Source: an optimization exercise on an open RTL-to-GDS flow (aim: small area, a short achievable clock period and few clock cycles per item). Production flows keep margins and buffers that such runs may drop.
RTL that was checked went through simulation tests only; none was proved equivalent to the original.

Design sigmoid_unit, start of the top module:
module sigmoid_unit (
    input  wire               clk,
    input  wire               rst,
    input  wire               in_valid,
    input  wire signed [15:0] net_in,
    output wire               out_valid,
    output wire signed [31:0] f_net,
    output wire signed [31:0] x,
    output wire signed [31:0] y,
    output wire signed [31:0] z
);
Size: ~1400 cells after synthesis, roughly 100 flip-flops, about 150 I/O pins, roughly 0.011 mm^2 of cells after synthesis.
==> flow/config.mk <==
export PLATFORM = sky130hd
export DESIGN_NAME = sigmoid_unit
export DESIGN_NICKNAME = sigmoid_unit
export VERILOG_FILES = /design/flow/design.v
export SDC_FILE = /design/flow/constraint.sdc
export NUM_CORES = 4
export LEC_CHECK = 0
export ABC_AREA = 1
export CAP_MARGIN = 20
export CORE_MARGIN = 2
export CORE_UTILIZATION = 40
export SLEW_MARGIN = 20
==> flow/constraint.sdc <==
create_clock -name core_clock -period 62.0 [get_ports {clk}]
set_input_delay 12.4000 -clock core_clock [delete_from_list [all_inputs] [get_ports {clk}]]
set_output_delay 12.4000 -clock core_clock [all_outputs]
set_load 0.01 [all_outputs]
standard.sh (not shown) runs the stock make flow with config.mk's settings and CLKGATE_MAP_FILE= SYNTH_SCRIPT=/design/flow/synth_recipe.tcl, a recipe that flattens the netlist after the stock synthesis.
==> flow/flow/run.sh <==
#!/bin/bash
set -euo pipefail
export BUFFER_PORTS_ARGS="-buffer_cell sky130_fd_sc_hd__buf_1"
# one tie cell drives all constant outputs
export SKIP_REPAIR_TIE_FANOUT=1
# stronger flip-flops where one drives several output buffers
export POST_GLOBAL_PLACE_TCL=$PWD/flow/upsize_out_ff.tcl UPSIZE_FF4_MIN=4 UPSIZE_FF2_MIN=2
bash standard.sh > standard.log 2>&1
==> flow/flow/upsize_out_ff.tcl <==
# Give the flip-flops that drive several output-port buffers (the copies of
# the sign bits, and the z bits that also drive f_net) a stronger drive.
set block [ord::get_db_block]
set n_up 0
foreach inst [$block getInsts] {
  if {[[$inst getMaster] getName] ne "sky130_fd_sc_hd__dfxtp_1"} { continue }
  set q [$inst findITerm Q]
  set net [$q getNet]
  if {$net eq "NULL"} { continue }
  set nout 0
  foreach it [$net getITerms] {
    if {[string match "output*" [[$it getInst] getName]]} { incr nout }
  }
  if {$nout >= $::env(UPSIZE_FF4_MIN)} {
    replace_cell [$inst getName] sky130_fd_sc_hd__dfxtp_4
    incr n_up
  } elseif {$nout >= $::env(UPSIZE_FF2_MIN)} {
    replace_cell [$inst getName] sky130_fd_sc_hd__dfxtp_2
    incr n_up
  }
}
puts "upsize_out_ff: resized $n_up flip-flops"
Testbench counts at the start, summed over its fixed seeds: cycles 16,024, items 16,000.
Edit:
--- a/flow/design.v
+++ b/flow/design.v
@@ -404,14 +404,15 @@
 assign qh1[9] = qh1_p[10] ^ qh1_g3_9;
 wire [9:0]  yv  = s1 ? (q0 ? {nv[8:0], 1'b0} : {~v, 1'b1}) : {v, ~q0};
 wire [9:0]  zv  = s1 ? (q0 ? qh1 : {1'b0, qh}) : zp;
 wire        yneg0 = s1 & (d1 >= 16'd1002);
 wire        yneg1 = s1 & (d1 != 16'd1001);
 wire        yneg2 = s1 & ((|d1[15:10]) | (d1[9:0] >= 10'd1002));
 wire        yneg3 = s1 & (d1[15:1] != 15'd500);
+wire        yneg4 = s1 & (d1 > 16'd1001);
 wire [15:0] nn;
 wire [16:0] nn_p, nn_g;
 assign nn_g[0] = 1'b0; assign nn_p[0] = 1'b0;
 assign nn_p[1] = (d1[0] ^ s1) ^ (s1); assign nn_g[1] = (d1[0] ^ s1) & (s1);
 assign nn_p[2] = (d1[1] ^ s1) ^ (1'b0); assign nn_g[2] = (d1[1] ^ s1) & (1'b0);
 assign nn_p[3] = (d1[2] ^ s1) ^ (1'b0); assign nn_g[3] = (d1[2] ^ s1) & (1'b0);
 assign nn_p[4] = (d1[3] ^ s1) ^ (1'b1); assign nn_g[4] = (d1[3] ^ s1) & (1'b1);
@@ -656,34 +657,35 @@
 assign xx[17] = xx_p[18] ^ xx_g16_17;
 assign xx[18] = xx_p[19] ^ xx_g17_18;
 assign xx[19] = xx_p[20] ^ xx_g18_19;
 assign xx[20] = xx_p[21] ^ xx_g19_20;
 assign xx[21] = xx_p[22] ^ xx_g20_21;
 reg        vo;
 reg [2:0] xs;
-reg [3:0] ys;
+reg [4:0] ys;
 reg [21:0] xr;
 reg [9:0]  yr;
 reg [9:0]  zr;
 always @(posedge clk) begin
     vo <= v1 & ~rst;
     xs[0] <= s1;
     xs[1] <= s1 & (d1 != 16'd1000);
     xs[2] <= nn[15];
     ys[0] <= yneg0;
     ys[1] <= yneg1;
     ys[2] <= yneg2;
     ys[3] <= yneg3;
+    ys[4] <= yneg4;
     xr <= xx;
     yr <= yv;
     zr <= zv;
 end
 assign out_valid = vo;
 assign x     = {xs[0], xs[0], xs[0], xs[1], xs[1], xs[2], xs[2], xr, 3'b000};
-assign y     = {ys[0], ys[0], ys[0], ys[0], ys[0], ys[0], ys[1], ys[1], ys[1], ys[1], ys[1], ys[2], ys[2], ys[2], ys[2], ys[2], ys[2], ys[3], ys[3], ys[3], ys[3], ys[3], yr};
+assign y     = {ys[0], ys[0], ys[0], ys[0], ys[0], ys[1], ys[1], ys[1], ys[1], ys[2], ys[2], ys[2], ys[2], ys[2], ys[3], ys[3], ys[3], ys[3], ys[4], ys[4], ys[4], ys[4], yr};
 assign z     = {21'd0, zr, yr[0]};
 assign f_net = {22'd0, zr};
 endmodule
 module pfxi_row_h3_r11_11_11 (
     input  wire [10:0] t,
     input  wire [10:0] d,
     input  wire        hz,
After rerunning: Setup slack gets worse by 6.8 ps; routed wire length is higher by 0.84%; critical path depth stays the same; first-iteration DRC count is higher by 21%; cell count is higher by 1.2%.
Function not checked in the second run of this note: the RTL went through the layout flow alone.

what the ideal ports hide:
No port has a modelled driver above. Below, the same layouts with a new extraction and two added sets of constraints. Step 1 sets driving cells, clkbuf_16 on the clock port and buf_2 on the other inputs (assumed; they add their load-dependent delay and slew). Step 2 times the ports against the registers' clock, not the clock port: input delays grow and output delays shrink by t, the midpoint of the rising clock arrivals with the driver on. a / b / c = ideal / step 1 / step 2; a / b = the first two.
run | shift t [ns] | setup WS [ns] | worst register clock-pin slew, ns | worst slew at a driven data input, ns | cell pins on the clock port's net
the first run | 0.400 | 48.738 / 48.691 / 48.607 | 0.08 / 0.08 | 0.03 | 1
the second run | 0.392 | 48.731 / 48.689 / 48.553 | 0.08 / 0.08 | 0.03 | 1
After both steps setup and hold are still met in every run listed. For the second run, which loses most, drivers alone change the setup slack by -0.042 ns; drivers and shift together by -0.178 ns.
